From an optimization exercise on the open Yosys and OpenROAD flow, aimed at small area, a short achievable clock period and few clock cycles; shortcuts taken in it are not production practice. RTL that was checked went through simulation tests only; none was proved equivalent to the original.

## v6
==> flow/design.v (excerpt) <==
module MUL_DIV_top (
    input           clk,
    input           rst_n,
    input  [31:0]   data1,
    input  [31:0]   data2,
    input           MUL_DIV_start,
    input  [2:0]    MUL_DIV_ctrl,
    output [31:0]   MUL_DIV_out,
    output          MUL_DIV_done
);
Size in the first run: about 2000 cells after synthesis, about 150 flip-flops, roughly 100 I/O pins, ~17000 µm² of cells after synthesis.
==> flow/config.mk <==
export PLATFORM = sky130hd
export DESIGN_NAME = MUL_DIV_top
export DESIGN_NICKNAME = MUL_DIV_top
export VERILOG_FILES = /design/flow/design.v
export SDC_FILE = /design/flow/constraint.sdc
export NUM_CORES = 8
export LEC_CHECK = 0
export CAP_MARGIN = 20
export CORE_MARGIN = 2
export CORE_UTILIZATION = 40
export SETUP_SLACK_MARGIN = 4
export SLEW_MARGIN = 20
==> flow/constraint.sdc <==
create_clock -name core_clock -period 9.0 [get_ports {clk}]
set_input_delay 1.8000 -clock core_clock [delete_from_list [all_inputs] [get_ports {clk}]]
set_output_delay 1.8000 -clock core_clock [all_outputs]
set_load 0.01 [all_outputs]
run.sh (not shown) runs the stock make flow with config.mk's settings and CLKGATE_MAP_FILE= SYNTH_SCRIPT=/design/flow/synth_recipe.tcl, a recipe that flattens the netlist after the stock synthesis.
Input changes introduced in v7 (baseline for comparison: v6):
-- flow/design.v --
<<< v6, line 66
wire        neg0 = neg0r ^ (dmode & X[34]);
wire        cin  = cinr  ^ (dmode & X[34]);
reg  a_signed, b_signed;       
reg  fz_a, fz_b;               
wire op_rem   = op[2] & op[1];
wire in_as    = MUL_DIV_ctrl[2] ? ~MUL_DIV_ctrl[0] : (MUL_DIV_ctrl[1:0] != 2'd3);
wire in_bs    = MUL_DIV_ctrl[2] ? ~MUL_DIV_ctrl[0] : ~MUL_DIV_ctrl[1];
localparam W = 38;
wire [W-1:0] Mx   = {{(W-34){M[33]}}, M};
>>> v7, line 66
wire        neg0 = neg0r ^ (dmode & X[34]);
wire        cin  = cinr  ^ (dmode & X[34]);
wire op_rem   = op[2] & op[1];
wire a_signed = op[2] ? ~op[0] : (op[1:0] != 2'd3);
wire b_signed = op[2] ? ~op[0] : ~op[1];
localparam W = 38;
wire [W-1:0] Mx   = {{(W-34){M[33]}}, M};
<<< v6, line 84
wire        asgn  = M[31] & a_signed;
wire        bsgn  = Y[31] & b_signed;
wire [5:0]  clz_a = fz_a ? 6'd0 : clza_r;
wire [5:0]  clz_b = fz_b ? 6'd0 : clzb_r;
wire [5:0]  jd    = (6'd34 - clz_b) >> 1;                   
wire [4:0]  j16   = (jd > 6'd16) ? 5'd16 : jd[4:0];
>>> v7, line 82
wire        asgn  = M[31] & a_signed;
wire        bsgn  = Y[31] & b_signed;
wire [5:0]  clz_a = (M[31] & ~a_signed) ? 6'd0 : clza_r;
wire [5:0]  clz_b = (Y[31] & ~b_signed) ? 6'd0 : clzb_r;
wire [5:0]  jd    = (6'd34 - clz_b) >> 1;                   
wire [4:0]  j16   = (jd > 6'd16) ? 5'd16 : jd[4:0];
<<< v6, line 113
                 else begin nstate = S_IDLE; ndone = 1'b1; end
        S_DIV:   if (dcnt == 5'd0) begin
                     if (op_rem) nstate = S_RCOR;
                     else if (qneg) nstate = S_FIX;
                     else begin nstate = S_IDLE; ndone = 1'b1; end
                 end
>>> v7, line 111
                 else begin nstate = S_IDLE; ndone = 1'b1; end
        S_DIV:   if (dcnt == 5'd0) begin
                     if (op_rem ? S[W-1] : qneg) nstate = op_rem ? S_RCOR : S_FIX;
                     else if (op_rem & rneg) nstate = S_FIX;
                     else begin nstate = S_IDLE; ndone = 1'b1; end
                 end
<<< v6, line 132
    end
end
wire       in_asgn = data1[31] & in_as;
wire [2:0] bd0_in  = booth({data2[1:0], 1'b0});
wire [2:0] bd1_in  = booth(data2[3:1]);
>>> v7, line 130
    end
end
wire       in_asgn = data1[31] & (MUL_DIV_ctrl[2] ? ~MUL_DIV_ctrl[0] : (MUL_DIV_ctrl[1:0] != 2'd3));
wire [2:0] bd0_in  = booth({data2[1:0], 1'b0});
wire [2:0] bd1_in  = booth(data2[3:1]);
<<< v6, line 146
        S_MUL:   nctl = {bd0_y, bd1_y, 1'b0, bd0_y[0]};
        S_CORR:  nctl = {3'b100, 3'b000, 1'b0, 1'b0};
        S_RCOR:  nctl = {2'b10, ~M[33], 3'b000, 1'b0, ~M[33]};         
        S_DPREP: nctl = {2'b10, in_asgn, 3'b000, 1'b0, in_asgn};
        S_DIV:   nctl = {2'b10, ~dsgn, 3'b000, 1'b0, ~dsgn};
>>> v7, line 144
        S_MUL:   nctl = {bd0_y, bd1_y, 1'b0, bd0_y[0]};
        S_CORR:  nctl = {3'b100, 3'b000, 1'b0, 1'b0};
        S_RCOR:  nctl = {2'b10, M[33], 3'b000, 1'b0, M[33]};           
        S_DPREP: nctl = {2'b10, in_asgn, 3'b000, 1'b0, in_asgn};
        S_DIV:   nctl = {2'b10, ~dsgn, 3'b000, 1'b0, ~dsgn};
<<< v6, line 156
always @(posedge clk) begin
    {one0, two0, neg0r, one1, two1, neg1, magy, cinr} <= nctl;
    dmode <= (nstate == S_DIV) | (nstate == S_RCOR);
end
wire q_bit = ~S[W-1];
>>> v7, line 154
always @(posedge clk) begin
    {one0, two0, neg0r, one1, two1, neg1, magy, cinr} <= nctl;
    dmode <= (nstate == S_DIV);
end
wire q_bit = ~S[W-1];
<<< v6, line 168
            osel   <= ~MUL_DIV_ctrl[2] & (MUL_DIV_ctrl[1:0] != 2'd0);
            clza_r <= clz32(data1 ^ {32{data1[31]}});
            a_signed <= in_as;
            b_signed <= in_bs;
            fz_a   <= data1[31] & ~in_as;
            fz_b   <= data2[31] & ~in_bs;
            clzb_r <= clz32(data2 ^ {32{data2[31]}});
        end
>>> v7, line 166
            osel   <= ~MUL_DIV_ctrl[2] & (MUL_DIV_ctrl[1:0] != 2'd0);
            clza_r <= clz32(data1 ^ {32{data1[31]}});
            clzb_r <= clz32(data2 ^ {32{data2[31]}});
        end
<<< v6, line 206
            dcnt <= dcnt - 5'd1;
        end
        S_RCOR: if (X[34]) X <= S[34:0];
        S_FIX: begin
            Y    <= fix_rem ? ~S[31:0] : S[31:0];
>>> v7, line 200
            dcnt <= dcnt - 5'd1;
        end
        S_RCOR: X <= S[34:0];
        S_FIX: begin
            Y    <= fix_rem ? ~S[31:0] : S[31:0];
--- outcome ---
For global-route usage over all layers, v7 and v6 come out practically identical.
Run comparison: v6 endpoint of the worst setup timing path X[24]; v7 endpoint of the worst setup timing path two0
Taking v6 as the reference, in v7 clock sink count lower, cell area now sits lower.
| number of flops mapped to enable cells by yosys | lower: v7 |
Looking at launch point of the critical path, the Y[2] result is from v6; the X[34] one comes from v7.
Summary: with v6 as the reference, die footprint in v7 moved down by a few percent.
Compared with v6, v7 shows number of register bits inferred by synthesis lower by about 2%.
v6 → v7: total number of cells along the worst setup path shows an increase of 3; effective utilization at floorplan shows a reduction of 0.27 points; synthesized area shows a reduction of 3.8%; synthesized-area fraction occupied by adder cells shows an increase of 0.36 points.
Taking v6 as the reference, in v7 final period demand of the worst path saw a decrease.
v7 — number of clock buffers in the layout 5 lower, v6 as reference
Testbench counts of v7, summed over its fixed seeds: cycles 64,181.
No functional check of the RTL was part of v6.

[re-timing with driven ports]
The flow's constraints put no driver on any port. The routed layouts listed below were extracted and timed again, unchanged, in two steps.
Step 1, drivers: a clkbuf_16 drives clk and a buf_2 each remaining input, both assumed.
Step 2 times the ports against the registers' clock, not the clock port: input delays grow and output delays shrink by t, the midpoint of the rising clock arrivals with the driver on.
Slacks: ideal / step 1 / step 2; pairs: ideal / step 1.
run | t, ns | setup slack, ns | worst data-port slew with drivers (ns) | pins driven straight from the clock port
v6 | 0.520 | 4.113 / 4.113 / 4.113 | 0.05 | 1
v7 | 0.493 | 4.121 / 4.121 / 4.121 | 0.06 | 1
After both steps every run listed still meets setup and hold.
